Source: an optimization exercise on an open RTL-to-GDS flow (aim: small area and a short achievable clock period). Production flows keep margins and buffers that such runs may drop.
In this exercise RTL edits were held to simulation tests only and were not proved equivalent to the original.
Power figures rest on the tool's default switching activity, not on a simulated workload.

**design.v**
```verilog
module ALU(Aq, Bq, Cq, Sq, imm, shift, asel, bsel, ALUop, loadc, loads, Cn, Sn);
  input  [15:0] Aq, Bq, Cq;
  input  [4:0]  imm;
  input  [1:0]  shift, ALUop;
  input         Sq, asel, bsel, loadc, loads;
  output [15:0] Cn;
  output        Sn;
  wire [3:0] s0, sl, sr, pa, subb, nokill, kz;   
  wire s15;
  bdec15 ud15 (.bsel(bsel), .sh(shift), .s15(s15));
  wire op0b, op1b, ldcb;
  gm_buf ub0 (.a(ALUop[0]), .y(op0b));
  gm_buf ub1 (.a(ALUop[1]), .y(op1b));
  gm_buf ubc (.a(loadc), .y(ldcb));
  wire [1:0] opb = {op1b, op0b};
  genvar i;
  generate
    for (i = 0; i < 4; i = i + 1) begin : dec
      bdec ud (.bsel(bsel), .sh(shift), .s0(s0[i]), .sl(sl[i]), .sr(sr[i]));
      gm_xnor2 upa (.a(asel), .b(ALUop[0]), .y(pa[i]));
      gm_buf usb (.a(ALUop[0]), .y(subb[i]));
      gm_andn unk (.an(ALUop[1]), .b(loadc), .y(nokill[i]));
      gm_or2 ukz (.a(ALUop[1]), .b(ALUop[0]), .y(kz[i]));
    end
  endgenerate
  wire [15:0] An  = ~Aq;
  wire [15:0] Ain = Aq & {16{~asel}};
  wire [16:0] bx  = {1'b0, Bq, 1'b0};
  wire [15:0] Bin, Bz, ai, g, t, xn, nd, q, zb;
  generate
    for (i = 0; i < 16; i = i + 1) begin : b
      localparam integer D = i / 4;
      wire na0, na1;
      gm_nand2 ua0 (.a(Aq[i]), .b(pa[D]), .y(na0));
      gm_nand2 ua1 (.a(An[i]), .b(subb[D]), .y(na1));
      gm_nand2 ua (.a(na0), .b(na1), .y(ai[i]));
      if (i < 5) begin : lo
        wire n0, n1, n2, n3;
        gm_nand2 u0 (.a(s0[D]), .b(bx[i+1]), .y(n0));
        gm_nand2 u1 (.a(sl[D]), .b(bx[i]), .y(n1));
        gm_nand2 u2 (.a(sr[D]), .b(bx[i+2]), .y(n2));
        gm_nand2 u3 (.a(bsel), .b(imm[i]), .y(n3));
        gm_nand4 ub (.a(n0), .b(n1), .c(n2), .d(n3), .y(Bin[i]));
        gm_nand4 uz (.a(n0), .b(n1), .c(n2), .d(n3), .y(Bz[i]));
      end else if (i < 15) begin : mid
        wire n0, n1, n2;
        gm_nand2 u0 (.a(s0[D]), .b(bx[i+1]), .y(n0));
        gm_nand2 u1 (.a(sl[D]), .b(bx[i]), .y(n1));
        gm_nand2 u2 (.a(sr[D]), .b(bx[i+2]), .y(n2));
        gm_nand3 ub (.a(n0), .b(n1), .c(n2), .y(Bin[i]));
        gm_nand3 uz (.a(n0), .b(n1), .c(n2), .y(Bz[i]));
      end else begin : top
        wire n0, n1;
        gm_nand2 u0 (.a(s15), .b(bx[i+1]), .y(n0));
        gm_nand2 u1 (.a(sl[D]), .b(bx[i]), .y(n1));
        gm_nand2 ub (.a(n0), .b(n1), .y(Bin[i]));
        gm_nand2 uz (.a(n0), .b(n1), .y(Bz[i]));
      end
      gm_nand3 ug (.a(Bin[i]), .b(ai[i]), .c(nokill[D]), .y(g[i]));
      gm_nor2 ut (.a(Bin[i]), .b(ai[i]), .y(t[i]));
      gm_xnor2 ux (.a(Ain[i]), .b(Bz[i]), .y(xn[i]));
      gm_nand2 un (.a(Ain[i]), .b(Bz[i]), .y(nd[i]));
      zsel uq (.xn(xn[i]), .nd(nd[i]), .bin(Bz[i]), .op(opb), .q(q[i]));
      if (i == 0) begin : z0
        assign zb[0] = q[0];
      end else begin : zi
        zx uz (.q(q[i]), .tn(t[i-1]), .kn(kz[D]), .y(zb[i]));
      end
    end
  endgenerate
  wire [15:0] y   = op1b ? (op0b ? ~Bz : ~nd) : ~xn;
  wire [15:0] yc  = ldcb ? y : Cq;
  wire        sq  = ~(~loads & Sq);
  wire g1_1;
  wire g1_3;
  wire t1_3;
  wire g1_5;
  wire t1_5;
  wire g1_7;
  wire t1_7;
  wire g1_9;
  wire t1_9;
  wire g1_11;
  wire t1_11;
  wire g1_13;
  wire t1_13;
  wire g1_1_n;
  wire g2_2;
  wire g2_3;
  wire g1_5_n;
  wire t1_5_n;
  wire g2_6;
  wire t2_6;
  wire g2_7;
  wire t2_7;
  wire g1_9_n;
  wire t1_9_n;
  wire g2_10;
  wire t2_10;
  wire g2_11;
  wire t2_11;
  wire g1_13_n;
  wire t1_13_n;
  wire g2_14;
  wire t2_14;
  wire g3_4;
  wire g2_3_n;
  wire g3_5;
  wire g3_6;
  wire g3_7;
  wire g3_12;
  wire t3_12;
  wire g2_11_n;
  wire t2_11_n;
  wire g3_13;
  wire t3_13;
  wire g3_14;
  wire t3_14;
  wire g3_7_n;
  wire g4_8;
  wire g4_9;
  wire g4_10;
  wire g4_11;
  wire g4_12;
  wire g4_13;
  wire g4_14;
  g_oai u1 (.gh(g[1]), .th(t[1]), .gl(g[0]), .go(g1_1));
  pg_oai u2 (.gh(g[3]), .th(t[3]), .gl(g[2]), .tl(t[2]), .go(g1_3), .to(t1_3));
  pg_oai u3 (.gh(g[5]), .th(t[5]), .gl(g[4]), .tl(t[4]), .go(g1_5), .to(t1_5));
  pg_oai u4 (.gh(g[7]), .th(t[7]), .gl(g[6]), .tl(t[6]), .go(g1_7), .to(t1_7));
  pg_oai u5 (.gh(g[9]), .th(t[9]), .gl(g[8]), .tl(t[8]), .go(g1_9), .to(t1_9));
  pg_oai u6 (.gh(g[11]), .th(t[11]), .gl(g[10]), .tl(t[10]), .go(g1_11), .to(t1_11));
  pg_oai u7 (.gh(g[13]), .th(t[13]), .gl(g[12]), .tl(t[12]), .go(g1_13), .to(t1_13));
  pfx_inv u8 (.a(g1_1), .y(g1_1_n));
  g_oai u9 (.gh(g[2]), .th(t[2]), .gl(g1_1_n), .go(g2_2));
  g_aoi u10 (.gh(g1_3), .th(t1_3), .gl(g1_1), .go(g2_3));
  pfx_inv u11 (.a(g1_5), .y(g1_5_n));
  pfx_inv u12 (.a(t1_5), .y(t1_5_n));
  pg_oai u13 (.gh(g[6]), .th(t[6]), .gl(g1_5_n), .tl(t1_5_n), .go(g2_6), .to(t2_6));
  pg_aoi u14 (.gh(g1_7), .th(t1_7), .gl(g1_5), .tl(t1_5), .go(g2_7), .to(t2_7));
  pfx_inv u15 (.a(g1_9), .y(g1_9_n));
  pfx_inv u16 (.a(t1_9), .y(t1_9_n));
  pg_oai u17 (.gh(g[10]), .th(t[10]), .gl(g1_9_n), .tl(t1_9_n), .go(g2_10), .to(t2_10));
  pg_aoi u18 (.gh(g1_11), .th(t1_11), .gl(g1_9), .tl(t1_9), .go(g2_11), .to(t2_11));
  pfx_inv u19 (.a(g1_13), .y(g1_13_n));
  pfx_inv u20 (.a(t1_13), .y(t1_13_n));
  pg_oai u21 (.gh(g[14]), .th(t[14]), .gl(g1_13_n), .tl(t1_13_n), .go(g2_14), .to(t2_14));
  g_oai u22 (.gh(g[4]), .th(t[4]), .gl(g2_3), .go(g3_4));
  pfx_inv u23 (.a(g2_3), .y(g2_3_n));
  g_aoi u24 (.gh(g1_5), .th(t1_5), .gl(g2_3_n), .go(g3_5));
  g_aoi u25 (.gh(g2_6), .th(t2_6), .gl(g2_3_n), .go(g3_6));
  g_oai u26 (.gh(g2_7), .th(t2_7), .gl(g2_3), .go(g3_7));
  pg_oai u27 (.gh(g[12]), .th(t[12]), .gl(g2_11), .tl(t2_11), .go(g3_12), .to(t3_12));
  pfx_inv u28 (.a(g2_11), .y(g2_11_n));
  pfx_inv u29 (.a(t2_11), .y(t2_11_n));
  pg_aoi u30 (.gh(g1_13), .th(t1_13), .gl(g2_11_n), .tl(t2_11_n), .go(g3_13), .to(t3_13));
  pg_aoi u31 (.gh(g2_14), .th(t2_14), .gl(g2_11_n), .tl(t2_11_n), .go(g3_14), .to(t3_14));
  pfx_inv u32 (.a(g3_7), .y(g3_7_n));
  g_oai u33 (.gh(g[8]), .th(t[8]), .gl(g3_7_n), .go(g4_8));
  g_aoi u34 (.gh(g1_9), .th(t1_9), .gl(g3_7), .go(g4_9));
  g_aoi u35 (.gh(g2_10), .th(t2_10), .gl(g3_7), .go(g4_10));
  g_oai u36 (.gh(g2_11), .th(t2_11), .gl(g3_7_n), .go(g4_11));
  g_aoi u37 (.gh(g3_12), .th(t3_12), .gl(g3_7), .go(g4_12));
  g_oai u38 (.gh(g3_13), .th(t3_13), .gl(g3_7_n), .go(g4_13));
  g_oai u39 (.gh(g3_14), .th(t3_14), .gl(g3_7_n), .go(g4_14));
  assign Cn[0] = yc[0];
  cxnor cx1 (.c(g[0]), .y(yc[1]), .o(Cn[1]));
  cxor cx2 (.c(g1_1), .y(yc[2]), .o(Cn[2]));
  cxor cx3 (.c(g2_2), .y(yc[3]), .o(Cn[3]));
  cxnor cx4 (.c(g2_3), .y(yc[4]), .o(Cn[4]));
  cxor cx5 (.c(g3_4), .y(yc[5]), .o(Cn[5]));
  cxnor cx6 (.c(g3_5), .y(yc[6]), .o(Cn[6]));
  cxnor cx7 (.c(g3_6), .y(yc[7]), .o(Cn[7]));
  cxor cx8 (.c(g3_7), .y(yc[8]), .o(Cn[8]));
  cxor cx9 (.c(g4_8), .y(yc[9]), .o(Cn[9]));
  cxnor cx10 (.c(g4_9), .y(yc[10]), .o(Cn[10]));
  cxnor cx11 (.c(g4_10), .y(yc[11]), .o(Cn[11]));
  cxor cx12 (.c(g4_11), .y(yc[12]), .o(Cn[12]));
  cxnor cx13 (.c(g4_12), .y(yc[13]), .o(Cn[13]));
  cxor cx14 (.c(g4_13), .y(yc[14]), .o(Cn[14]));
  cxor cx15 (.c(g4_14), .y(yc[15]), .o(Cn[15]));
  wire [7:0] zn1;
  wire [3:0] z2;
  wire [1:0] zn3;
  z_nand zt1_0 (.a(zb[0]), .b(zb[1]), .y(zn1[0]));
  z_nand zt1_1 (.a(zb[2]), .b(zb[3]), .y(zn1[1]));
  z_nand zt1_2 (.a(zb[4]), .b(zb[5]), .y(zn1[2]));
  z_nand zt1_3 (.a(zb[6]), .b(zb[7]), .y(zn1[3]));
  z_nand zt1_4 (.a(zb[8]), .b(zb[9]), .y(zn1[4]));
  z_nand zt1_5 (.a(zb[10]), .b(zb[11]), .y(zn1[5]));
  z_nand zt1_6 (.a(zb[12]), .b(zb[13]), .y(zn1[6]));
  z_nand zt1_7 (.a(zb[14]), .b(zb[15]), .y(zn1[7]));
  z_nor zt2_0 (.a(zn1[0]), .b(zn1[1]), .y(z2[0]));
  z_nor zt2_1 (.a(zn1[2]), .b(zn1[3]), .y(z2[1]));
  z_nor zt2_2 (.a(zn1[4]), .b(zn1[5]), .y(z2[2]));
  z_nor zt2_3 (.a(zn1[6]), .b(zn1[7]), .y(z2[3]));
  z_nand zt3_0 (.a(z2[0]), .b(z2[1]), .y(zn3[0]));
  z_nand zt3_1 (.a(z2[2]), .b(z2[3]), .y(zn3[1]));
  z_fin zt4 (.a(zn3[0]), .b(zn3[1]), .ldn(~loads), .q(sq), .y(Sn));
endmodule
module pg_aoi(gh, th, gl, tl, go, to);
  input gh, th, gl, tl;
  output go, to;
  assign go = ~(gh | (th & gl));
  assign to = ~(th & tl);
endmodule
module g_aoi(gh, th, gl, go);
  input gh, th, gl;
  output go;
  assign go = ~(gh | (th & gl));
endmodule
module pg_oai(gh, th, gl, tl, go, to);
  input gh, th, gl, tl;
  output go, to;
  assign go = ~(gh & (th | gl));
  assign to = ~(th | tl);
endmodule
module g_oai(gh, th, gl, go);
  input gh, th, gl;
  output go;
  assign go = ~(gh & (th | gl));
endmodule
module pfx_inv(a, y);
  input a;
  output y;
  assign y = ~a;
endmodule
module zsel(xn, nd, bin, op, q);
  input xn, nd, bin;
  input [1:0] op;
  output q;
  assign q = op[1] ? (op[0] ? bin : nd) : xn;
endmodule
module zx(q, tn, kn, y);
  input q, tn, kn;
  output y;
  assign y = q ^ ~(tn | kn);
endmodule
module bdec(bsel, sh, s0, sl, sr);
  input bsel;
  input [1:0] sh;
  output s0, sl, sr;
  assign s0 = ~bsel & ~sh[1] & ~sh[0];
  assign sl = ~bsel & ~sh[1] & sh[0];
  assign sr = ~bsel & sh[1];
endmodule
module bdec15(bsel, sh, s15);
  input bsel;
  input [1:0] sh;
  output s15;
  assign s15 = ~bsel & (sh[1] == sh[0]);
endmodule
module z_fin(a, b, ldn, q, y);
  input a, b, ldn, q;
  output y;
  assign y = ~((a | b | ldn) & q);
endmodule
module gm_andn(an, b, y);
  input an, b;
  output y;
  assign y = ~an & b;
endmodule
module gm_buf(a, y);
  input a;
  output y;
  assign y = a;
endmodule
module gm_nand4(a, b, c, d, y);
  input a, b, c, d;
  output y;
  assign y = ~(a & b & c & d);
endmodule
module gm_or2(a, b, y);
  input a, b;
  output y;
  assign y = a | b;
endmodule
module gm_nor2(a, b, y);
  input a, b;
  output y;
  assign y = ~(a | b);
endmodule
module gm_xnor2(a, b, y);
  input a, b;
  output y;
  assign y = ~(a ^ b);
endmodule
module gm_nand2(a, b, y);
  input a, b;
  output y;
  assign y = ~(a & b);
endmodule
module gm_nand3(a, b, c, y);
  input a, b, c;
  output y;
  assign y = ~(a & b & c);
endmodule
module gm_inv(a, y);
  input a;
  output y;
  assign y = ~a;
endmodule
module cxor(c, y, o);
  input c, y;
  output o;
  assign o = c ^ y;
endmodule
module cxnor(c, y, o);
  input c, y;
  output o;
  assign o = ~(c ^ y);
endmodule
module z_nand(a, b, y);
  input a, b;
  output y;
  assign y = ~(a & b);
endmodule
module z_nor(a, b, y);
  input a, b;
  output y;
  assign y = ~(a | b);
endmodule
module regfile(data_in, writenum, write, readnum, clk, data_out);
  input [15:0] data_in;
  input [2:0] writenum, readnum;
  input write, clk;
  output [15:0] data_out;
  reg [15:0] R [7:0];
  always_ff @(posedge clk)
    if (write)
      R[writenum] <= data_in;
  wire [7:0] rs;
  genvar k, b;
  generate
    for (k = 0; k < 8; k = k + 1) begin : dec
      assign rs[k] = (readnum == k);
    end
    for (b = 0; b < 16; b = b + 1) begin : rd
      rd8 m (.rs(rs), .r({R[7][b], R[6][b], R[5][b], R[4][b], R[3][b], R[2][b], R[1][b], R[0][b]}),
             .y(data_out[b]));
    end
  endgenerate
endmodule
module rd8(rs, r, y);
  input [7:0] rs, r;
  output y;
  assign y = |(rs & r);
endmodule
module datapath (clk, writenum, readnum, write, datapath_in, vsel, loada, loadb, loadc, shift, asel, bsel, ALUop, loads, Z_out, datapath_out);
  input write, clk, loada, loadb, loadc, asel, bsel, loads, vsel;
  input [1:0] ALUop, shift;
  input [2:0] writenum, readnum;
  input [15:0] datapath_in;
  output reg Z_out;
  output reg [15:0] datapath_out;
  reg  [15:0] aloaded, in;
  wire [15:0] data_in, data_out, cn;
  wire sn;
  assign data_in = vsel ? datapath_in : datapath_out;
  regfile REGFILE(data_in, writenum, write, readnum, clk, data_out);
  always_ff @(posedge clk) if (loada) aloaded <= data_out;
  always_ff @(posedge clk) if (loadb) in <= data_out;
  ALU alu(aloaded, in, datapath_out, Z_out, datapath_in[4:0], shift, asel, bsel, ALUop,
          loadc, loads, cn, sn);
  always_ff @(posedge clk) Z_out <= sn;
  always_ff @(posedge clk) datapath_out <= cn;
endmodule
```
**flow/run.sh**
```bash
#!/bin/bash
# The standard layout (standard.sh), with every input and output port
# buffered by a buf_2 cell instead of the buffer the resizer picks by default.
set -euo pipefail
bash standard.sh 'BUFFER_PORTS_ARGS=-buffer_cell sky130_fd_sc_hd__buf_2' finish > make.log 2>&1
```
**standard.sh**
```bash
#!/bin/bash
# synth_recipe.tcl (not shown) runs the flow's synth.tcl, then flattens the netlist and writes it again
# the make line also repeats each setting of config.mk as NAME=value (left out here)
make -C /OpenROAD-flow-scripts/flow DESIGN_CONFIG=/design/flow/config.mk WORK_HOME=/design/flow/orfs CLKGATE_MAP_FILE= SYNTH_SCRIPT=/design/flow/synth_recipe.tcl "${@:-finish}"
```
**config.mk**
```make
export PLATFORM = sky130hd
export DESIGN_NAME = datapath
export DESIGN_NICKNAME = datapath
export VERILOG_FILES = /design/flow/design.v
export SDC_FILE = /design/flow/constraint.sdc
export NUM_CORES = 4
export LEC_CHECK = 0
export CAP_MARGIN = 20
export CORE_MARGIN = 2
export CORE_UTILIZATION = 60
export CTS_BUF_LIST = sky130_fd_sc_hd__clkbuf_8
export SETUP_SLACK_MARGIN = 2.9
export SLEW_MARGIN = 20
export SYNTH_HIERARCHICAL = 1
export SYNTH_MINIMUM_KEEP_SIZE = 0
```
**constraint.sdc**
```tcl
create_clock -name core_clock -period 5.5 [get_ports {clk}]
set_input_delay 1.1000 -clock core_clock [delete_from_list [all_inputs] [get_ports {clk}]]
set_output_delay 1.1000 -clock core_clock [all_outputs]
set_load 0.01 [all_outputs]
```
==> results.py, run 1 <==
metrics = {
    "synth": {
        "synthTopCellsByCount": "160 x edfxtp_1, 129 x nand2_1, 76 x nor2_1, 64 x a22oi_1, 35 x nand3_1",
        "syn_area_per_cell_sq_um": 11.46,
        "syn_area_sq_mm": 0.008995,
        "synthArstFlopShare_pct": 0,
        "synth-seq-cells": 177,
        "ys.flop_type": "edfxtp_1",
        "synth_seq_area_share_pct": 57.20,
        "syn_nets": 820,
        "synth_top_area_cell": "edfxtp_1",
        "synth_edf_count": 160,
        "yosysUniqueCellTypes": 39,
        "synth.most_common_cell": "edfxtp_1",
        "synth_top_area_share_pct": 53.41,
        "yosysWarnings": 8,
        "syn-instance-count": 785,
        "synth.area.top_cells": "edfxtp_1 53%, nand2_1 5.4%, a22oi_1 5.3%",
    },
    "clock_network": {
        "cts_htree_levels": 4,
        "clock_path_buffers": 2,
        "cts_tree": "built",
        "root_buffer": "clkbuf_8",
        "clock_latency_ns": 0.47,
        "numCtsBuffers": 17,
        "cts.sinks": 177,
        "clk_pin_slew_worst_paths_ns": 0.10,
        "hold_buffers": 0,
    },
    "timing": {
        "finalCriticalPeriod_ns": 2.622,
        "postLayoutSetupSlackWorst_ns": 2.878,
        "fin_crit_sh_pct": 47.67,
        "tightest_slew_ns": 0.8430,
        "hold_viol_final": 0,
        "fmax_mhz": 381.4,
        "rsz0062_at_grt": "yes",
        "final-max-slew-violation-count": 0,
        "fin_tns_setup_ns": 0,
        "maxSlewHeadroom_pct": 43.80,
        "fin_skew_ns": 0.03080,
        "setup_violations": 0,
    },
    "global_routing": {
        "grt_first_pass_wirelength_microns": 33220,
        "antenna_found_initial": 0,
        "grt_pass1_vias": 6129,
        "grt_max_degree": 40,
        "grt_usage_pct": 27.42,
        "grt_overflow": 0,
    },
    "floorplan": {
        "die_area_sq_mm": 0.01599,
        "fp.dieH_microns": 126.4,
        "std_cell_rows": 44,
        "floorplan.initialDensity_pct": 61.66,
        "ioPinCount": 52,
        "die_w_microns": 126.4,
        "core_sq_mm": 0.01459,
    },
    "min_path": {
        "hold_class": "reg -> reg",
    },
    "cells_and_area": {
        "multi_input_area_sq_mm": 0.003934,
        "nets": 905,
        "drive_gt1_share_pct": 26.27,
        "fillers": 1044,
        "stdcell_area_sq_mm": 0.01048,
        "layout-area-overhead-vs-synth_pct": 16.55,
        "regArea_sq_mm": 0.005145,
        "antenna_cells": 0,
    },
    "routing": {
        "dr.pass1.iters": 5,
        "drt-total-wl_microns": 21650,
        "via_count": 6417,
        "vias_per_cell": 6.014,
        "wl_per_cell_microns": 20.29,
        "drtIter0Drc": 515,
        "drc": 0,
        "ant_nets": 0,
    },
    "status": {
        "status": "finished clean",
    },
    "place": {
        "io_buffers": 51,
        "place_ws_ns": 1.953,
        "placed_area_sq_mm": 0.009449,
        "dp_hpwl_microns": 14100,
        "place.gp.congestion": 0.9093,
    },
    "worst_setup_path": {
        "worstPathRequired_ns": 5.88,
        "cp.arrival_ns": 3.00,
        "crit_fanout": 9,
        "crit_type": "in -> reg",
        "cp-end-kind": "register",
        "worst_setup_path_start_kind": "input pin",
    },
    "power_and_ir_drop": {
        "leakage_nw": 4.078,
        "pwr_density_cell_mw_per_mm2": 303.1,
        "clkPwrFrac_pct": 27.7,
        "seqPwrFrac_pct": 52.3,
        "p_comb_share_pct": 20.0,
        "power_switching_uw": 970.7,
        "intPower_mw": 2.206,
        "swShare_pct": 30.55,
        "vdd_drop_max_mv": 0.2228,
    },
    "run": {
        "drv_cap": 0,
    },
}
## Yosys stat by module (local to each module, per instance), excerpt
module,cells inside,flops+latches,cell area [sq um],times used
g_oai,1,0,5.005,8
zx,2,0,12.51,15
pg_aoi,2,0,12.51,4
ALU,110,0,743.2,1
z_fin,1,0,12.51,1
gm_andn,1,0,13.76,4
gm_nor2,1,0,3.754,15
pg_oai,2,0,12.51,10
bdec,3,0,21.27,4
gm_xnor2,1,0,8.758,20
datapath,67,49,1550,1
z_nand,1,0,3.754,10
gm_nand4,1,0,6.256,10
gm_nand3,1,0,5.005,35
## routing by layer
layer  part of all wire (%)  track usage [%]  wire length, microns
met2                     50            46.46                 10780
met1                     44            37.08                  9446
met3                    4.7            4.007                  1014
met4                    1.9            8.209                   406
met5                      0                0                     0
## power groups by stage
stage / sequential [mW] / clock (mW) / combinational (mW)
after global placement: 1.69 / 0 / 0.530
after detailed placement: 1.69 / 0 / 0.544
after CTS: 1.66 / 0.885 / 0.577
after floorplan: 1.67 / 0 / 0.375
final: 1.66 / 0.879 / 0.636
after global routing: 1.67 / 0.937 / 0.691
## cells in the final DEF (no fill, tap or decap), types with 8 or more instances in the layout
master	count
a21oi_2	17
a22oi_1	64
nor2_2	9
nor2_1	67
inv_1	27
buf_2	44
xor2_1	24
dfxtp_1	17
nor3b_1	15
mux2i_1	32
nor2b_1	16
clkbuf_8	17
nand4_1	26
edfxtp_1	160
xnor2_2	11
a21oi_1	8
nand2_1	121
nand2_2	8
a211o_1	15
mux2_4	10
xnor2_1	16
buf_4	29
nand3_1	27
o21ai_2	11
## flip-flops by register name (all words and copies together), names as in the netlist
signal	count
Z_out	1
aloaded	16
in	16
REGFILE.R	128
datapath_out	16
## through the flow
step / hold WS, ns / utilization, % / cells / power (mW)
floorplan: 0.4986 / - / 785 / 2.048
global placement: 0.4505 / 64.77 / 1007 / 2.217
detailed placement: 0.4700 / 64.77 / 1007 / 2.232
CTS: 0.4930 / 68.91 / 1055 / 3.121
global route: 0.5141 / 71.86 / 1067 / 3.297
finish: 0.4916 / 71.86 / 1067 / 3.177
## worst paths after layout
kind,cells after the start,endpoint,start,slack [ns]
worst max-delay path,12,Z_out$_DFF_P_,shift[0],2.88
worst min-delay path,2,Z_out$_DFF_P_,Z_out$_DFF_P_,0.49
worst max register to register,10,Z_out$_DFF_P_,in[3]$_DFFE_PP_,3.36
worst min register to register,2,Z_out$_DFF_P_,Z_out$_DFF_P_,0.49
## kinds of logic (layout without fill, tap and decap cells)
group	count (synthesis)	in the layout	synth area share (%)
buffers and inverters	48	146	3.046
AND/OR/NAND/NOR	335	335	18.43
AO/OA/AOI/OAI	125	125	10.34
other	1	1	0.04169
multiplexers	48	48	5.981
XOR/XNOR	51	51	4.966
flip-flops	177	177	57.20
## worst max-delay path: stages
cell     delay, ns
buf_6         0.15
nor3b_4       0.27
nand2_1       0.11
nand4_1       0.20
buf_4         0.16
mux2i_1       0.07
a21oi_2       0.17
xor2_1        0.19
nand2_1       0.11
nor2_2        0.15
nand2_1       0.09
o31ai_2       0.22
## final cells by class
| class | count | share of cell area (%) |
|---|---|---|
| Clock buffer | 17 | 2.232 |
| Clock inverter | 15 | 1.623 |
| Inverter | 28 | 1.003 |
| Multi-Input combinational cell | 560 | 37.52 |
| Sequential cell | 177 | 49.08 |
| Tap cell | 184 | 2.196 |
| Timing Repair Buffer | 86 | 6.349 |
## what timing repair did
action | in CTS | in global routing
endpoints found under the setup margin | 13 | 12
gates resized for setup | 19 | 67
gates cloned | 0 | 1
pin swaps | 8 | 29
buffers inserted | 16 | 11
==> run 2, diff against run 1 <==
--- a/config.mk
+++ b/config.mk
@@ -8,7 +8,7 @@
 export CAP_MARGIN = 20
 export CORE_MARGIN = 2
 export CORE_UTILIZATION = 60
-export CTS_BUF_LIST = sky130_fd_sc_hd__clkbuf_8
+export CTS_BUF_LIST = sky130_fd_sc_hd__clkbuf_4 sky130_fd_sc_hd__clkbuf_8
 export SETUP_SLACK_MARGIN = 2.9
 export SLEW_MARGIN = 20
 export SYNTH_HIERARCHICAL = 1
==> run 2 against run 1 <==
Still clean. Core utilization stayed put. Via count stayed put. Clock-buffer cell count stayed put. Synthesized cell count stayed put. Combinational power hardly changed. Clock skew stayed put. Clock power hardly changed. Global-route usage stayed put. Power stayed put. Non-clock buffer count stayed put. Largest power group unchanged.
==> results.py, run 2 <==
metrics = {
    "status": {
        "status": "finished clean",
    },
    "timing": {
        "fin_skew_ns": 0.03080,
        "fmax_mhz": 381.4,
        "setup_violations": 0,
        "final-max-slew-violation-count": 0,
        "tightest_slew_ns": 0.8430,
        "hold_slack_ns": 0.4916,
        "fin_tns_setup_ns": 0,
        "finalCriticalPeriod_ns": 2.622,
        "rsz0062_at_grt": "yes",
        "fin_crit_sh_pct": 47.67,
        "hold_viol_final": 0,
        "maxSlewHeadroom_pct": 43.80,
    },
    "routing": {
        "wl_per_cell_microns": 20.29,
        "dr.pass1.iters": 5,
        "drt-total-wl_microns": 21650,
        "via_count": 6417,
        "drtIter0Drc": 515,
        "drc": 0,
        "vias_per_cell": 6.014,
        "ant_nets": 0,
    },
    "cells_and_area": {
        "regMostFlops": "REGFILE.R",
        "layout_commonest_cell": "edfxtp_1",
        "nets": 905,
        "largest_reg_flops": 128,
        "drive_gt1_share_pct": 26.27,
        "final_cell_mix": "160 x edfxtp_1, 121 x nand2_1, 67 x nor2_1",
        "antenna_cells": 0,
        "final_util_pct": 71.86,
        "layout-area-overhead-vs-synth_pct": 16.55,
    },
    "synth": {
        "synth_top_area_cell": "edfxtp_1",
        "synth_seq_area_share_pct": 57.20,
        "synthArstFlopShare_pct": 0,
        "synth_top_area_share_pct": 53.41,
        "ys.flop_type": "edfxtp_1",
        "synth.area.top_cells": "edfxtp_1 53%, nand2_1 5.4%, a22oi_1 5.3%",
        "syn_area_sq_mm": 0.008995,
        "synth_edf_count": 160,
        "syn_nets": 820,
        "syn_area_per_cell_sq_um": 11.46,
        "syn-instance-count": 785,
        "synth.most_common_cell": "edfxtp_1",
        "yosysWarnings": 8,
        "synthTopCellsByCount": "160 x edfxtp_1, 129 x nand2_1, 76 x nor2_1, 64 x a22oi_1, 35 x nand3_1",
        "yosysUniqueCellTypes": 39,
        "synth-seq-cells": 177,
    },
    "global_routing": {
        "grt_max_degree": 40,
        "grtUsageMet1_pct": 37.08,
        "top_usage_layer": "met2",
        "grt_usage_pct": 27.42,
        "grt_pass1_vias": 6129,
        "grt_util_met2_pct": 46.46,
        "grt_overflow": 0,
        "met3_usage_pct": 4.007,
        "antenna_found_initial": 0,
        "grt_first_pass_wirelength_microns": 33220,
    },
    "clock_network": {
        "cts_tree": "built",
        "cts_htree_levels": 4,
        "hold_buffers": 0,
        "root_buffer": "clkbuf_8",
        "clock_path_buffers": 2,
        "clock_latency_ns": 0.47,
        "cts.sinks": 177,
        "clk_pin_slew_worst_paths_ns": 0.10,
        "numCtsBuffers": 17,
    },
    "power_and_ir_drop": {
        "vdd_drop_max_mv": 0.2228,
        "pwr_density_cell_mw_per_mm2": 303.1,
        "finalPower_mw": 3.177,
        "leakage_nw": 4.078,
    },
    "place": {
        "dp_hpwl_microns": 14100,
        "io_buffers": 51,
        "place.gp.congestion": 0.9093,
    },
    "worst_setup_path": {
        "crit_fanout": 9,
        "crit_end": "Z_out$_DFF_P_",
        "r2r-end": "Z_out$_DFF_P_",
        "startpoint": "shift[0]",
        "r2r_slack_ns": 3.36,
        "regToRegStartpoint": "in[3]$_DFFE_PP_",
        "crit_type": "in -> reg",
        "worstPathRequired_ns": 5.88,
        "cp.arrival_ns": 3.00,
        "cp-end-kind": "register",
        "ff2ff_path_depth": 10,
        "worst_setup_path_start_kind": "input pin",
    },
    "floorplan": {
        "std_cell_rows": 44,
        "die_w_microns": 126.4,
        "core_sq_mm": 0.01459,
        "fp.dieH_microns": 126.4,
        "ioPinCount": 52,
        "floorplan.initialDensity_pct": 61.66,
        "die_area_sq_mm": 0.01599,
    },
    "min_path": {
        "hold_class": "reg -> reg",
    },
    "run": {
        "drv_cap": 0,
    },
}
[run 2: cell counts after synthesis]
No cell type changed its count.
[run 2: critical path, stage by stage]
cell and delay, ns:
buf_6 0.15, nor3b_4 0.27, nand2_1 0.11, nand4_1 0.20
buf_4 0.16, mux2i_1 0.07, a21oi_2 0.17, xor2_1 0.19
nand2_1 0.11, nor2_2 0.15, nand2_1 0.09, o31ai_2 0.22
[run 2: where the power goes]
part / internal [mW] / switching, mW / total [mW]
combinational: 0.268 / 0.367 / 0.636
sequential: 1.60 / 0.0668 / 1.66
clock: 0.342 / 0.537 / 0.879
[run 2: what timing repair did]
item | CTS | global route
setup buffers | 16 | 11
gates resized for setup | 19 | 67
cloned | 0 | 1
endpoints found under the setup margin | 13 | 12
pin swaps | 8 | 29
[run 2: how the worst min path moves through the flow]
stage / from / to / cells after the start
5_1_grt: Z_out$_DFF_P_ / Z_out$_DFF_P_ / 2
3_3_place_gp: Z_out$_DFF_P_ / Z_out$_DFF_P_ / 2
2_1_floorplan: Z_out$_DFF_P_ / Z_out$_DFF_P_ / 2
6_report: Z_out$_DFF_P_ / Z_out$_DFF_P_ / 2
3_5_place_dp: Z_out$_DFF_P_ / Z_out$_DFF_P_ / 2
4_1_cts: Z_out$_DFF_P_ / Z_out$_DFF_P_ / 2
[run 2: final cells by class]
type	instances	area, sq um
Multi-Input combinational cell	560	3934
Clock buffer	17	234.0
Inverter	28	105.1
Timing Repair Buffer	86	665.6
Sequential cell	177	5145
Tap cell	184	230.2
Clock inverter	15	170.2
Fill cell	1044	4105
[run 2: Yosys stat by module (local to each module, per instance), a selection]
module	area [sq um]	copies in the design	flops+latches	cells
z_nor	3.754	4	0	1
g_oai	5.005	8	0	1
datapath	1550	1	49	67
gm_nand4	6.256	10	0	1
gm_nand2	3.754	114	0	1
gm_buf	7.507	7	0	1
[run 2: per-stage QoR]
step / instances / setup slack [ns] / area [sq um]
floorplan: 785 / 2.901 / 9051
global placement: 1007 / 2.057 / 9449
detailed placement: 1007 / 1.953 / 9449
CTS: 1055 / 2.901 / 10050
global route: 1067 / 2.784 / 10480
finish: 1067 / 2.878 / 10480
[run 2: layer usage]
metal	routed length [microns]	share of wire [%]	up-vias
met1	9446	44	3136
li1	-	-	3063
met2	10780	50	182
met4	406	1.9	0
met5	0	0	-
met3	1014	4.7	36
[run 2: cell families after synthesis]
group	Yosys count	share of synthesized area [%]
XOR/XNOR	51	4.966
other	1	0.04169
flip-flops	177	57.20
buffers and inverters	48	3.046
AO/OA/AOI/OAI	125	10.34
multiplexers	48	5.981
AND/OR/NAND/NOR	335	18.43
==> run 3, diff against run 2 <==
--- a/design.v
+++ b/design.v
@@ -26,7 +26,7 @@
   wire [15:0] An  = ~Aq;
   wire [15:0] Ain = Aq & {16{~asel}};
   wire [16:0] bx  = {1'b0, Bq, 1'b0};
-  wire [15:0] Bin, Bz, ai, g, t, xn, nd, q, zb;
+  wire [15:0] Bin, Bz, By, ai, g, t, xn, nd, wn, rn, zb;
   generate
     for (i = 0; i < 16; i = i + 1) begin : b
       localparam integer D = i / 4;
@@ -42,6 +42,7 @@
         gm_nand2 u3 (.a(bsel), .b(imm[i]), .y(n3));
         gm_nand4 ub (.a(n0), .b(n1), .c(n2), .d(n3), .y(Bin[i]));
         gm_nand4 uz (.a(n0), .b(n1), .c(n2), .d(n3), .y(Bz[i]));
+        gm_nand4 uy (.a(n0), .b(n1), .c(n2), .d(n3), .y(By[i]));
       end else if (i < 15) begin : mid
         wire n0, n1, n2;
         gm_nand2 u0 (.a(s0[D]), .b(bx[i+1]), .y(n0));
@@ -49,26 +50,29 @@
         gm_nand2 u2 (.a(sr[D]), .b(bx[i+2]), .y(n2));
         gm_nand3 ub (.a(n0), .b(n1), .c(n2), .y(Bin[i]));
         gm_nand3 uz (.a(n0), .b(n1), .c(n2), .y(Bz[i]));
+        gm_nand3 uy (.a(n0), .b(n1), .c(n2), .y(By[i]));
       end else begin : top
         wire n0, n1;
         gm_nand2 u0 (.a(s15), .b(bx[i+1]), .y(n0));
         gm_nand2 u1 (.a(sl[D]), .b(bx[i]), .y(n1));
         gm_nand2 ub (.a(n0), .b(n1), .y(Bin[i]));
         gm_nand2 uz (.a(n0), .b(n1), .y(Bz[i]));
+        gm_nand2 uy (.a(n0), .b(n1), .y(By[i]));
       end
       gm_nand3 ug (.a(Bin[i]), .b(ai[i]), .c(nokill[D]), .y(g[i]));
       gm_nor2 ut (.a(Bin[i]), .b(ai[i]), .y(t[i]));
       gm_xnor2 ux (.a(Ain[i]), .b(Bz[i]), .y(xn[i]));
-      gm_nand2 un (.a(Ain[i]), .b(Bz[i]), .y(nd[i]));
-      zsel uq (.xn(xn[i]), .nd(nd[i]), .bin(Bz[i]), .op(opb), .q(q[i]));
+      gm_nand2 un (.a(Ain[i]), .b(By[i]), .y(nd[i]));
       if (i == 0) begin : z0
-        assign zb[0] = q[0];
+        gm_inv uz (.a(xn[0]), .y(wn[0]));
       end else begin : zi
-        zx uz (.q(q[i]), .tn(t[i-1]), .kn(kz[D]), .y(zb[i]));
+        zx uz (.q(xn[i]), .tn(t[i-1]), .kn(kz[D]), .y(wn[i]));
       end
+      gm_mux2i ur (.s(op0b), .a0(nd[i]), .a1(Bz[i]), .y(rn[i]));
+      gm_mux2i uq (.s(op1b), .a0(wn[i]), .a1(rn[i]), .y(zb[i]));
     end
   endgenerate
-  wire [15:0] y   = op1b ? (op0b ? ~Bz : ~nd) : ~xn;
+  wire [15:0] y   = op1b ? (op0b ? ~By : ~nd) : ~xn;
   wire [15:0] yc  = ldcb ? y : Cq;
   wire        sq  = ~(~loads & Sq);
   wire g1_1;
@@ -225,16 +229,15 @@
   output y;
   assign y = ~a;
 endmodule
-module zsel(xn, nd, bin, op, q);
-  input xn, nd, bin;
-  input [1:0] op;
-  output q;
-  assign q = op[1] ? (op[0] ? bin : nd) : xn;
+module gm_mux2i(s, a0, a1, y);
+  input s, a0, a1;
+  output y;
+  assign y = ~(s ? a1 : a0);
 endmodule
 module zx(q, tn, kn, y);
   input q, tn, kn;
   output y;
-  assign y = q ^ ~(tn | kn);
+  assign y = ~(q ^ ~(tn | kn));
 endmodule
 module bdec(bsel, sh, s0, sl, sr);
   input bsel;
--- a/config.mk
+++ b/config.mk
@@ -9,7 +9,7 @@
 export CORE_MARGIN = 2
 export CORE_UTILIZATION = 60
 export CTS_BUF_LIST = sky130_fd_sc_hd__clkbuf_4 sky130_fd_sc_hd__clkbuf_8
-export SETUP_SLACK_MARGIN = 2.9
+export SETUP_SLACK_MARGIN = 3.15
 export SLEW_MARGIN = 20
 export SYNTH_HIERARCHICAL = 1
 export SYNTH_MINIMUM_KEEP_SIZE = 0
==> run 3 against run 2 <==
Still clean. Power up 1.8%. Core utilization up 0.60 points. Critical path depth unchanged. Clock-buffer cell count unchanged. First-iteration DRC count up 5.0%. Clock skew down 0.021 ns. Non-clock buffer count down 1. Maximum frequency up 6.4%. Area after synthesis up 1.6%. Wire length up 6.1%. Synthesized cell count up 0.13%. Critical path type unchanged.
==> results.py, run 3 <==
metrics = {
    "status": {
        "status": "finished clean",
    },
    "routing": {
        "vias_per_cell": 6.168,
        "drt-total-wl_microns": 22970,
        "drc": 0,
        "dr.pass1.iters": 7,
        "wl_per_cell_microns": 21.45,
        "drtIter0Drc": 541,
        "via_count": 6606,
        "ant_nets": 0,
    },
    "clock_network": {
        "clk_pin_slew_worst_paths_ns": 0.10,
        "cts.sinks": 177,
        "clock_path_buffers": 2,
        "cts_htree_levels": 4,
        "numCtsBuffers": 17,
        "cts_tree": "built",
        "clock_latency_ns": 0.47,
        "root_buffer": "clkbuf_8",
    },
    "cells_and_area": {
        "layout-area-overhead-vs-synth_pct": 19.16,
        "regMostFlops": "REGFILE.R",
        "final_util_pct": 72.46,
        "nets": 905,
        "antenna_cells": 0,
        "drive_gt1_share_pct": 31.26,
        "fillers": 1052,
        "largest_reg_flops": 128,
        "stdcell_area_sq_mm": 0.01089,
        "layout_commonest_cell": "edfxtp_1",
        "final_cell_mix": "160 x edfxtp_1, 108 x nand2_1, 64 x a22oi_1",
    },
    "global_routing": {
        "grt_max_degree": 34,
        "antenna_found_initial": 0,
        "grt_first_pass_wirelength_microns": 35250,
        "grt_pass1_vias": 6486,
        "grt_overflow": 0,
        "grt_usage_pct": 29.17,
    },
    "timing": {
        "fin_skew_ns": 0.009407,
        "fin_tns_setup_ns": 0,
        "hold_viol_final": 0,
        "rsz0062_at_grt": "yes",
        "tightest_slew_ns": 0.8297,
        "fmax_mhz": 405.7,
        "setup_violations": 0,
        "final-max-slew-violation-count": 0,
        "postLayoutSetupSlackWorst_ns": 3.035,
        "finalCriticalPeriod_ns": 2.465,
        "maxSlewHeadroom_pct": 44.69,
        "fin_crit_sh_pct": 44.82,
    },
    "worst_setup_path": {
        "crit_fanout": 7,
        "critical_path.top_delay_family": "simple AND/OR/NAND/NOR gates",
        "r2r-end": "Z_out$_DFF_P_",
        "crit_chain": "buf_16, nor3b_4, nand2_2, nand4_1, nor2_4, buf_4, nor2_4, a21oi_4, o21ai_4, inv_2, o21ai_2, xor2_1",
        "cp.arrival_ns": 2.87,
        "crit_slowest_cell": "nor3b_4",
        "worst_setup_path_start_kind": "input pin",
        "regToRegStartpoint": "in[4]$_DFFE_PP_",
        "startpoint": "shift[1]",
        "cpMostUsedCell": "nor2_4",
        "r2r_slack_ns": 3.52,
        "crit_type": "in -> reg",
        "critPathMaxStageDelay_ns": 0.31,
        "ff2ff_path_depth": 9,
        "crit_buf_inv": 3,
        "worstPathRequired_ns": 5.90,
        "cp-end-kind": "register",
    },
    "synth": {
        "syn_nets": 821,
        "synth.area.top_cells": "edfxtp_1 53%, nand2_1 5.3%, mux2i_1 5.3%",
        "syn_area_per_cell_sq_um": 11.63,
        "syn_area_sq_mm": 0.009141,
        "synth_seq_area_share_pct": 56.28,
        "synth_edf_count": 160,
        "synth_top_area_share_pct": 52.56,
        "syn-instance-count": 786,
        "synth_top_area_cell": "edfxtp_1",
        "synth-seq-cells": 177,
        "synthTopCellsByCount": "160 x edfxtp_1, 130 x nand2_1, 64 x a22oi_1, 48 x mux2i_1",
        "synth.most_common_cell": "edfxtp_1",
        "yosysUniqueCellTypes": 39,
        "ys.flop_type": "edfxtp_1",
        "synthArstFlopShare_pct": 0,
        "yosysWarnings": 8,
    },
    "place": {
        "placed_area_sq_mm": 0.009754,
        "dp_hpwl_microns": 15470,
        "place_ws_ns": 1.871,
        "place.gp.congestion": 0.9111,
        "io_buffers": 51,
    },
    "floorplan": {
        "die_area_sq_mm": 0.01624,
        "ioPinCount": 52,
        "fp.dieH_microns": 127.4,
        "floorplan.initialDensity_pct": 60.81,
        "core_sq_mm": 0.01503,
        "die_w_microns": 127.4,
        "std_cell_rows": 45,
    },
    "min_path": {
        "hp-start": "Z_out$_DFF_P_",
        "hold_class": "reg -> reg",
        "hold-path-endpoint": "Z_out$_DFF_P_",
        "hold_depth": 2,
    },
    "power_and_ir_drop": {
        "leakage_nw": 4.287,
        "vdd_drop_max_mv": 0.2490,
        "pwr_density_cell_mw_per_mm2": 297.1,
    },
    "run": {
        "drv_cap": 0,
    },
}
[run 3: changes by cell type after synthesis]
cell and delta:
nand3_1 +10, nor2_1 -31, xor2_1 -15, nand2_1 +1
nand4_1 +5, xnor2_1 +15, inv_1 +1, a21oi_1 -16
nor2_2 +15, mux2i_1 +16
[run 3: worst reg2reg max path, cell delays in order (launching register included)]
cell,delay [ns]
edfxtp_1,0.50
nand2_2,0.15
nand4_1,0.19
xnor2_2,0.20
xnor2_1,0.13
mux2i_1,0.16
nand2_1,0.09
nor2_2,0.17
nand2_1,0.10
o31ai_2,0.23
[run 3: cell type report]
| class | count | area [sq um] | share of cell area, % |
|---|---|---|---|
| clock buffers | 17 | 234.0 | 2.148 |
| clock inverters | 15 | 185.2 | 1.700 |
| inverters | 29 | 108.9 | 0.9993 |
| multi-input cells | 560 | 4270 | 39.20 |
| flip-flops and latches | 177 | 5145 | 47.23 |
| well taps | 188 | 235.2 | 2.159 |
| repair buffers | 85 | 714.4 | 6.559 |
[run 3: worst max-delay path by stage]
stage,endpoint,slack [ns],depth (start not counted)
final,datapath_out[9]$_DFF_P_,3.04,12
after global routing,Z_out$_DFF_P_,2.93,10
after global placement,datapath_out[14]$_DFF_P_,1.96,12
after floorplan,datapath_out[12]$_DFF_P_,2.95,10
after detailed placement,datapath_out[14]$_DFF_P_,1.87,12
after CTS,Z_out$_DFF_P_,3.12,12
[run 3: kinds of logic after synthesis]
logic type      after synthesis  share of synthesized area (%)
simple gates                335                          18.82
flops                       177                          56.28
compound gates              109                          9.294
mux                          64                          7.637
xor+xnor                     51                          4.886
other cells                   1                        0.04102
buf+inv                      49                          3.039
[run 3: per-stage QoR]
| stage | total power [mW] | hold slack [ns] | cells |
|---|---|---|---|
| after detailed placement | 2.278 | 0.5336 | 1013 |
| after CTS | 3.213 | 0.5484 | 1065 |
| after global routing | 3.355 | 0.5594 | 1071 |
| final | 3.236 | 0.5295 | 1071 |
| after floorplan | 2.085 | 0.4986 | 786 |
| after global placement | 2.258 | 0.5175 | 1013 |
[run 3: power breakdown]
| group | total, mW | internal, mW | switching [mW] |
|---|---|---|---|
| logic | 0.673 | 0.283 | 0.389 |
| clock network | 0.900 | 0.353 | 0.547 |
| registers | 1.66 | 1.60 | 0.0668 |
[run 3: repair_timing]
item                                    CTS  global route
setup buffers                            19             4
pin swaps                                29            17
gates cloned                              1             2
resized for setup                        83            17
endpoints found under the setup margin   16            12
hold buffers                              0             0
[run 3: Yosys stat by module, one instance, submodules excluded, a selection]
module | times used | area (sq um) | cells
bdec15 | 1 | 12.51 | 2
cxor | 8 | 8.758 | 1
g_oai | 8 | 5.005 | 1
gm_andn | 4 | 13.76 | 1
gm_buf | 7 | 7.507 | 1
gm_inv | 1 | 3.754 | 1
zx | 15 | 15.01 | 2
[run 3: layer usage]
metal	GRT usage (%)	wire [microns]	up-vias	part of all wire (%)
li1	-	-	3100	-
met1	37.54	9423	3217	41
met2	50.52	11710	244	51
met3	4.606	1270	45	5.5
met4	10.34	570	0	2.5
met5	0	0	-	0
==> run 4, diff against run 3 <==
--- a/config.mk
+++ b/config.mk
@@ -9,7 +9,7 @@
 export CORE_MARGIN = 2
 export CORE_UTILIZATION = 60
 export CTS_BUF_LIST = sky130_fd_sc_hd__clkbuf_4 sky130_fd_sc_hd__clkbuf_8
-export SETUP_SLACK_MARGIN = 3.15
+export SETUP_SLACK_MARGIN = 2.9
 export SLEW_MARGIN = 20
 export SYNTH_HIERARCHICAL = 1
 export SYNTH_MINIMUM_KEEP_SIZE = 0
==> run 4 against run 3 <==
Sequential share of layout area rose by 3.0 points. Cell count fell by 1.9%. Design area fell by 6.1%. Synthesized cell count did not move. Via count fell by 1.2%. Wire length fell by 5.0%. Non-clock buffer count fell by 20. Largest power group unchanged. Highest routed layer unchanged.
==> results.py, run 4 <==
metrics = {
    "status": {
        "status": "finished clean",
    },
    "cells_and_area": {
        "final_cell_mix": "160 x edfxtp_1, 127 x nand2_1, 64 x a22oi_1",
        "nets": 885,
        "fillers": 1135,
        "layout_commonest_cell": "edfxtp_1",
        "drive_gt1_share_pct": 23.64,
        "layout-area-overhead-vs-synth_pct": 11.94,
        "largest_reg_flops": 128,
        "regMostFlops": "REGFILE.R",
        "antenna_cells": 0,
    },
    "floorplan": {
        "floorplan.initialDensity_pct": 60.81,
        "die_w_microns": 127.4,
        "die_area_sq_mm": 0.01624,
        "core_sq_mm": 0.01503,
        "ioPinCount": 52,
        "std_cell_rows": 45,
        "fp.dieH_microns": 127.4,
    },
    "power_and_ir_drop": {
        "power_switching_uw": 938.1,
        "pwr_density_cell_mw_per_mm2": 304.2,
        "swShare_pct": 30.14,
        "leakage_nw": 3.954,
        "intPower_mw": 2.174,
        "finalPower_mw": 3.113,
        "clkPwrFrac_pct": 27.1,
        "p_comb_share_pct": 19.5,
        "vdd_drop_max_mv": 0.2444,
        "seqPwrFrac_pct": 53.4,
    },
    "synth": {
        "synth_top_area_share_pct": 52.56,
        "syn_nets": 821,
        "synth_compound_area_share_pct": 9.294,
        "synth.most_common_cell": "edfxtp_1",
        "synth_edf_count": 160,
        "yosys.area_share.adder_pct": 0,
        "ys.flop_type": "edfxtp_1",
        "syn-instance-count": 786,
        "syn_area_per_cell_sq_um": 11.63,
        "synth.area.top_cells": "edfxtp_1 53%, nand2_1 5.3%, mux2i_1 5.3%",
        "yosysWarnings": 8,
        "synthArstFlopShare_pct": 0,
        "synth_xor_area_share_pct": 4.886,
        "yosysUniqueCellTypes": 39,
        "synthTopCellsByCount": "160 x edfxtp_1, 130 x nand2_1, 64 x a22oi_1, 48 x mux2i_1",
        "syn_area_sq_mm": 0.009141,
        "synth-seq-cells": 177,
        "synth_top_family_by_area": "simple AND/OR/NAND/NOR gates",
        "yosys.area_share.simple_pct": 18.82,
        "synth_top_area_cell": "edfxtp_1",
        "synth_seq_area_share_pct": 56.28,
        "synthMuxAreaShare_pct": 7.638,
    },
    "global_routing": {
        "grt_usage_pct": 27.50,
        "grt_pass1_vias": 6288,
        "grt_overflow": 0,
        "grt_max_degree": 38,
        "antenna_found_initial": 0,
        "grt_first_pass_wirelength_microns": 33380,
    },
    "worst_setup_path": {
        "crit_fanout": 18,
        "cp-end-kind": "register",
        "crit_type": "in -> reg",
        "cp.arrival_ns": 2.89,
        "worstPathRequired_ns": 5.90,
        "worst_setup_path_start_kind": "input pin",
    },
    "timing": {
        "rsz0062_at_grt": "no",
        "maxSlewHeadroom_pct": 38.63,
        "finalCriticalPeriod_ns": 2.492,
        "final-max-slew-violation-count": 0,
        "hold_slack_ns": 0.4892,
        "fin_tns_setup_ns": 0,
        "fin_crit_sh_pct": 45.30,
        "fmax_mhz": 401.4,
        "setup_violations": 0,
        "tightest_slew_ns": 0.9206,
        "hold_viol_final": 0,
        "fin_skew_ns": 0.01307,
    },
    "clock_network": {
        "clock_path_buffers": 2,
        "cts_tree": "built",
        "numCtsBuffers": 17,
        "cts_htree_levels": 4,
        "cts.sinks": 177,
        "clk_pin_slew_worst_paths_ns": 0.10,
        "clock_latency_ns": 0.46,
        "root_buffer": "clkbuf_8",
        "hold_buffers": 0,
    },
    "run": {
        "drv_cap": 0,
    },
    "routing": {
        "drc": 0,
        "vias_per_cell": 6.209,
        "ant_nets": 0,
        "wl_per_cell_microns": 20.76,
        "dr.pass1.iters": 5,
        "drtIter0Drc": 631,
        "drt-total-wl_microns": 21820,
        "via_count": 6526,
    },
    "min_path": {
        "hold_class": "reg -> reg",
    },
    "place": {
        "io_buffers": 51,
        "place.gp.congestion": 0.8854,
        "dp_hpwl_microns": 14790,
    },
}
run 4: cell types whose count changed in the layout (fill, tap and decap cells not counted), moves of 4 or more:
cell | before | now
nor2_4 | 11 | 3
xnor2_1 | 28 | 37
buf_6 | 7 | 3
nand3_2 | 15 | 1
buf_4 | 25 | 16
nand2_2 | 21 | 3
nand2_1 | 108 | 127
nor2_1 | 26 | 31
xnor2_2 | 12 | 5
nand3_1 | 30 | 44
buf_16 | 5 | 0
o21ai_1 | 2 | 6
run 4: layout make-up:
cell class	instances	area, sq um	share of cell area [%]
Clock buffer	17	234.0	2.287
Clock inverter	15	145.1	1.418
Inverter	29	108.9	1.064
Multi-Input combinational cell	560	3955	38.65
Sequential cell	177	5145	50.28
Tap cell	188	235.2	2.299
Timing Repair Buffer	65	409.1	3.999
run 4: path summary, 6_finish.rpt:
check	from	endpoint	slack [ns]	cells after the start
worst min register to register	Z_out$_DFF_P_	Z_out$_DFF_P_	0.49	2
worst max-delay path	bsel	datapath_out[10]$_DFF_P_	3.01	11
worst max register to register	in[3]$_DFFE_PP_	datapath_out[10]$_DFF_P_	3.61	9
worst min-delay path	Z_out$_DFF_P_	Z_out$_DFF_P_	0.49	2
run 4: cell families after synthesis:
| group | Yosys count |
|---|---|
| AO/OA/AOI/OAI | 109 |
| other | 1 |
| buffers and inverters | 49 |
| multiplexers | 64 |
| XOR/XNOR | 51 |
| AND/OR/NAND/NOR | 335 |
| flip-flops | 177 |
run 4: per-layer routing:
| metal | track usage (%) | share of wire [%] | wire (microns) | vias to the layer above |
|---|---|---|---|---|
| met5 | 0 | 0 | 0 | - |
| met4 | 10.28 | 3.0 | 653 | 0 |
| met3 | 3.518 | 5.0 | 1080 | 50 |
| met2 | 45.01 | 48 | 10480 | 218 |
| met1 | 38.07 | 44 | 9607 | 3213 |
| li1 | - | - | - | 3045 |
run 4: power groups by stage:
| stage | registers [mW] | clock network, mW | logic [mW] |
|---|---|---|---|
| after global placement | 1.69 | 0 | 0.553 |
| after global routing | 1.67 | 0.897 | 0.659 |
| after floorplan | 1.67 | 0 | 0.393 |
| final | 1.66 | 0.843 | 0.607 |
| after detailed placement | 1.69 | 0 | 0.567 |
| after CTS | 1.66 | 0.853 | 0.580 |
run 4: through the flow:
step           cell area (sq um)  worst slack, ns  std cells  util, %
2_1_floorplan               9183            2.913        786        -
3_3_place_gp                9593            2.078       1013    63.81
3_5_place_dp                9593            1.970       1013    63.81
4_1_cts                    10080            2.895       1048    67.07
5_1_grt                    10230            2.910       1051    68.06
6_report                   10230            3.008       1051    68.06
run 4: repair_timing:
| item | in CTS | in global routing |
|---|---|---|
| resized for setup | 22 | 31 |
| setup endpoints to repair | 13 | 11 |
| endpoints found under the hold margin | 0 | 0 |
| buffers inserted | 3 | 3 |
| pin swaps | 3 | 8 |
run 4: worst max-delay path, stage by stage:
cell     delay, ns
buf_12        0.14
and2b_2       0.27
nand2_1       0.11
nand4_1       0.20
nor2_4        0.20
nor2_2        0.08
a21oi_4       0.27
o21ai_4       0.11
buf_4         0.15
a21oi_2       0.15
xnor2_1       0.12
run 4: modules after synthesis, one instance, submodules excluded, a selection:
module,flip-flops and latches,cell area [sq um],times used,cells
datapath,49,1550,1,67
bdec,0,21.27,4,3
gm_andn,0,13.76,4,1
z_fin,0,12.51,1,1
g_aoi,0,8.758,6,1
cxor,0,8.758,8,1
gm_buf,0,7.507,7,1
gm_nor2,0,3.754,15,1
==> run 5, diff against run 4 <==
--- a/design.v
+++ b/design.v
@@ -5,7 +5,7 @@
   input         Sq, asel, bsel, loadc, loads;
   output [15:0] Cn;
   output        Sn;
-  wire [3:0] s0, sl, sr, pa, subb, nokill, kz;   
+  wire [3:0] s0, sl, sr, asb, subb, nokill, kz;   
   wire s15;
   bdec15 ud15 (.bsel(bsel), .sh(shift), .s15(s15));
   wire op0b, op1b, ldcb;
@@ -17,23 +17,20 @@
   generate
     for (i = 0; i < 4; i = i + 1) begin : dec
       bdec ud (.bsel(bsel), .sh(shift), .s0(s0[i]), .sl(sl[i]), .sr(sr[i]));
-      gm_xnor2 upa (.a(asel), .b(ALUop[0]), .y(pa[i]));
+      gm_buf uas (.a(asel), .y(asb[i]));
       gm_buf usb (.a(ALUop[0]), .y(subb[i]));
       gm_andn unk (.an(ALUop[1]), .b(loadc), .y(nokill[i]));
       gm_or2 ukz (.a(ALUop[1]), .b(ALUop[0]), .y(kz[i]));
     end
   endgenerate
   wire [15:0] An  = ~Aq;
-  wire [15:0] Ain = Aq & {16{~asel}};
   wire [16:0] bx  = {1'b0, Bq, 1'b0};
-  wire [15:0] Bin, Bz, By, ai, g, t, xn, nd, wn, rn, zb;
+  wire [15:0] Ain, Bin, Bz, By, ai, g, t, xn, nd, wn, rn, zb;
   generate
     for (i = 0; i < 16; i = i + 1) begin : b
       localparam integer D = i / 4;
-      wire na0, na1;
-      gm_nand2 ua0 (.a(Aq[i]), .b(pa[D]), .y(na0));
-      gm_nand2 ua1 (.a(An[i]), .b(subb[D]), .y(na1));
-      gm_nand2 ua (.a(na0), .b(na1), .y(ai[i]));
+      gm_nor2 uan (.a(An[i]), .b(asb[D]), .y(Ain[i]));
+      gm_xor2 ua (.a(Ain[i]), .b(subb[D]), .y(ai[i]));
       if (i < 5) begin : lo
         wire n0, n1, n2, n3;
         gm_nand2 u0 (.a(s0[D]), .b(bx[i+1]), .y(n0));
@@ -283,6 +280,11 @@
   output y;
   assign y = ~(a | b);
 endmodule
+module gm_xor2(a, b, y);
+  input a, b;
+  output y;
+  assign y = a ^ b;
+endmodule
 module gm_xnor2(a, b, y);
   input a, b;
   output y;
--- a/config.mk
+++ b/config.mk
@@ -7,7 +7,7 @@
 export LEC_CHECK = 0
 export CAP_MARGIN = 20
 export CORE_MARGIN = 2
-export CORE_UTILIZATION = 60
+export CORE_UTILIZATION = 70
 export CTS_BUF_LIST = sky130_fd_sc_hd__clkbuf_4 sky130_fd_sc_hd__clkbuf_8
 export SETUP_SLACK_MARGIN = 2.9
 export SLEW_MARGIN = 20
==> run 5 against run 4 <==
Critical endpoint is now Z_out$_DFF_P_. Clock skew grew 0.013 ns. Still clean on timing, DRC and antenna. Power up 2.5%. Core utilization increased by 12 points.
==> results.py, run 5 <==
metrics = {
    "worst_setup_path": {
        "r2r_slack_ns": 3.50,
        "crit_buf_inv": 1,
        "crit_type": "in -> reg",
        "critPathMaxStageDelay_ns": 0.26,
        "regToRegStartpoint": "aloaded[2]$_DFFE_PP_",
        "crit_end": "Z_out$_DFF_P_",
        "ff2ff_path_depth": 10,
        "crit_slowest_cell": "and2b_2",
        "startpoint": "bsel",
        "cp-end-kind": "register",
        "r2r-end": "datapath_out[9]$_DFF_P_",
        "worst_setup_path_start_kind": "input pin",
        "critical_path.top_delay_family": "simple AND/OR/NAND/NOR gates",
        "crit_cells": 12,
        "worstPathRequired_ns": 5.88,
        "crit_chain": "buf_12, and2b_2, nand2_1, nand4_1, nor2_2, nor2_2, xnor2_1, mux2i_1, nand2_1, nor2_2, nand2_1, o31ai_2",
        "crit_fanout": 18,
        "cp.arrival_ns": 2.93,
    },
    "global_routing": {
        "grt_overflow": 0,
        "grt_max_degree": 39,
        "grt_pass1_vias": 6241,
        "grt_first_pass_wirelength_microns": 32750,
        "antenna_found_initial": 0,
        "grt_usage_pct": 31.34,
    },
    "synth": {
        "yosysWarnings": 8,
        "yosys.area_share.adder_pct": 0,
        "syn_area_per_cell_sq_um": 12.03,
        "yosys.area_share.simple_pct": 17.03,
        "synth_seq_area_share_pct": 56.56,
        "synth-seq-cells": 177,
        "synthMuxAreaShare_pct": 7.675,
        "synth_edf_count": 160,
        "synth_xor_area_share_pct": 5.970,
        "synth_top_family_by_area": "simple AND/OR/NAND/NOR gates",
        "synth_compound_area_share_pct": 9.340,
        "syn_area_sq_mm": 0.009096,
        "syn-instance-count": 756,
        "synth_top_area_cell": "edfxtp_1",
        "ys.flop_type": "edfxtp_1",
        "synth.area.top_cells": "edfxtp_1 53%, mux2i_1 5.3%, a22oi_1 5.3%",
        "yosysUniqueCellTypes": 39,
        "synthTopCellsByCount": "160 x edfxtp_1, 85 x nand2_1, 64 x a22oi_1, 48 x mux2i_1, 46 x nor2_1",
        "synth_top_area_share_pct": 52.82,
        "synth.most_common_cell": "edfxtp_1",
        "syn_nets": 791,
        "synthArstFlopShare_pct": 0,
    },
    "timing": {
        "setup_violations": 0,
        "hold_viol_final": 0,
        "fin_tns_setup_ns": 0,
        "fmax_mhz": 393.3,
        "maxSlewHeadroom_pct": 44.52,
        "rsz0062_at_grt": "yes",
        "finalCriticalPeriod_ns": 2.543,
        "final-max-slew-violation-count": 0,
        "fin_skew_ns": 0.02632,
        "fin_crit_sh_pct": 46.23,
        "tightest_slew_ns": 0.8322,
    },
    "routing": {
        "drc": 0,
        "ant_nets": 0,
        "wl_per_cell_microns": 21.23,
        "drtIter0Drc": 580,
        "dr.pass1.iters": 5,
        "via_count": 6403,
        "vias_per_cell": 6.403,
        "drt-total-wl_microns": 21230,
    },
    "clock_network": {
        "cts_htree_levels": 4,
        "cts.sinks": 177,
        "numCtsBuffers": 17,
        "root_buffer": "clkbuf_8",
        "hold_buffers": 0,
        "clk_pin_slew_worst_paths_ns": 0.10,
        "cts_tree": "built",
        "clock_latency_ns": 0.48,
        "clock_path_buffers": 2,
    },
    "cells_and_area": {
        "antenna_cells": 0,
        "final_util_pct": 80.24,
        "drive_gt1_share_pct": 25.85,
        "regMostFlops": "REGFILE.R",
        "layout-area-overhead-vs-synth_pct": 11.77,
        "final_cell_mix": "160 x edfxtp_1, 85 x nand2_1, 64 x a22oi_1",
        "nets": 850,
        "layout_commonest_cell": "edfxtp_1",
        "largest_reg_flops": 128,
    },
    "power_and_ir_drop": {
        "pwr_density_cell_mw_per_mm2": 313.7,
        "leakage_nw": 3.894,
        "vdd_drop_max_mv": 0.2894,
        "finalPower_mw": 3.189,
    },
    "run": {
        "drv_cap": 0,
    },
    "floorplan": {
        "fp.dieH_microns": 118.0,
        "std_cell_rows": 41,
        "core_sq_mm": 0.01267,
        "die_w_microns": 118.0,
        "ioPinCount": 52,
        "floorplan.initialDensity_pct": 71.79,
        "die_area_sq_mm": 0.01392,
    },
    "place": {
        "io_buffers": 51,
        "place.gp.congestion": 0.9347,
        "dp_hpwl_microns": 14050,
    },
    "status": {
        "status": "finished clean",
    },
    "min_path": {
        "hold_class": "reg -> reg",
    },
}
-- run 5: cell types whose count changed after synthesis, sizes merged --
cell,previous run,this run
buf,17,21
nor2,60,61
clkbuf,3,2
xor2,9,24
nand2,130,85
nor2b,20,19
inv,29,30
xnor2,42,38
-- run 5: worst min path at each step --
stage             startpoint            end  cells past startpoint  slack, ns
2_1_floorplan  Z_out$_DFF_P_  Z_out$_DFF_P_                      2       0.50
3_3_place_gp   Z_out$_DFF_P_  Z_out$_DFF_P_                      2       0.47
3_5_place_dp   Z_out$_DFF_P_  Z_out$_DFF_P_                      2       0.49
4_1_cts        Z_out$_DFF_P_  Z_out$_DFF_P_                      2       0.50
5_1_grt        Z_out$_DFF_P_  Z_out$_DFF_P_                      2       0.53
6_report       Z_out$_DFF_P_  Z_out$_DFF_P_                      2       0.51
-- run 5: what timing repair did --
action,CTS,global route
buffers inserted,2,2
pin swaps,1,4
setup endpoints to repair,12,9
resized for setup,13,32
-- run 5: per-stage QoR --
stage,instances,setup WS [ns],hold slack [ns],cell area (sq um)
final,1000,2.957,0.5050,10170
after global routing,1000,2.862,0.5345,10170
after CTS,998,2.830,0.5050,10030
after detailed placement,964,1.983,0.4871,9554
after global placement,964,2.081,0.4691,9554
after floorplan,756,2.900,0.4986,9190
-- run 5: power by group --
part	total, mW	internal (mW)	switching, mW
sequential	1.67	1.60	0.0633
combinational	0.613	0.247	0.365
clock	0.911	0.381	0.529
total	3.19	2.23	0.958
-- run 5: tightest hold or removal path, cell delays in order, from the launching register on --
cell	delay, ns
dfxtp_1	0.33
nand2_1	0.08
o31ai_2	0.06
-- run 5: routing by layer --
layer | part of all wire, % | wire [microns] | vias to the layer above | GRT usage [%]
met5 | 0 | 0 | - | 0
met4 | 2.4 | 512 | 0 | 11.82
met3 | 6.9 | 1468 | 48 | 5.911
met2 | 50 | 10680 | 291 | 52.33
met1 | 40 | 8569 | 3118 | 41.09
li1 | - | - | 2946 | -
-- run 5: modules after synthesis, one instance, submodules excluded, excerpt --
| module | flops+latches | copies in the design |
|---|---|---|
| ALU | 0 | 1 |
| bdec15 | 0 | 1 |
| datapath | 49 | 1 |
| g_oai | 0 | 8 |
| pg_aoi | 0 | 4 |
| gm_xor2 | 0 | 15 |
| gm_nor2 | 0 | 31 |
| cxnor | 0 | 7 |
| gm_nand3 | 0 | 45 |
| z_nand | 0 | 10 |
| gm_nand2 | 0 | 70 |
| pg_oai | 0 | 10 |
| gm_nand4 | 0 | 15 |
| zx | 0 | 15 |
| gm_xnor2 | 0 | 16 |
-- run 5: kinds of logic (layout without fill, tap and decap cells) --
logic type | after synthesis | after routing
AND/OR/NAND/NOR | 290 | 290
flip-flops | 177 | 177
AO/OA/AOI/OAI | 109 | 109
multiplexers | 64 | 64
XOR/XNOR | 62 | 62
buffers and inverters | 53 | 125
other | 1 | 1
-- run 5: layout make-up --
class / count / area, sq um
clock buffers: 17 / 234.0
clock inverters: 15 / 172.7
fillers: 772 / 2504
inverters: 30 / 112.6
multi-input cells: 526 / 3899
flip-flops and latches: 177 / 5145
well taps: 172 / 215.2
repair buffers: 63 / 389.1

==> what the ideal ports hide <==
In the flow no input, the clock included, has a driving cell. The finished layouts below were timed again as built, in two steps. Step 1: set_driving_cell puts a clkbuf_16 on clk and a buf_2 on each other input, an assumption about the parent block. Step 2 adds t to the input delays and takes it off the output delays; t is the mean of the earliest and latest rising clock arrival at the registers after step 1. Input paths then give back, and output paths get back, about the clock's delay inside the block. Slacks: ideal ports / drivers / drivers and shift; pairs: ideal ports / drivers.
run	shift t [ns]	slack for setup (ns)	hold slack, ns	worst setup path after step 2	slew at the worst register clock pin (ns)
run 1	0.498	2.878 / 2.803 / 2.305	0.492 / 0.492 / 0.492	input to register	0.12 / 0.12
run 2	0.498	2.878 / 2.803 / 2.305	0.492 / 0.492 / 0.492	input to register	0.12 / 0.12
run 3	0.503	3.035 / 2.912 / 2.409	0.530 / 0.530 / 0.530	input to register	0.11 / 0.11
run 4	0.494	3.008 / 2.982 / 2.487	0.489 / 0.489 / 0.489	input to register	0.10 / 0.10
run 5	0.505	2.957 / 2.935 / 2.430	0.505 / 0.505 / 0.505	input to register	0.12 / 0.12
After both steps every run listed still meets setup and hold. For run 3, which loses most, drivers alone change the setup slack by -0.123 ns; drivers and shift together by -0.626 ns.
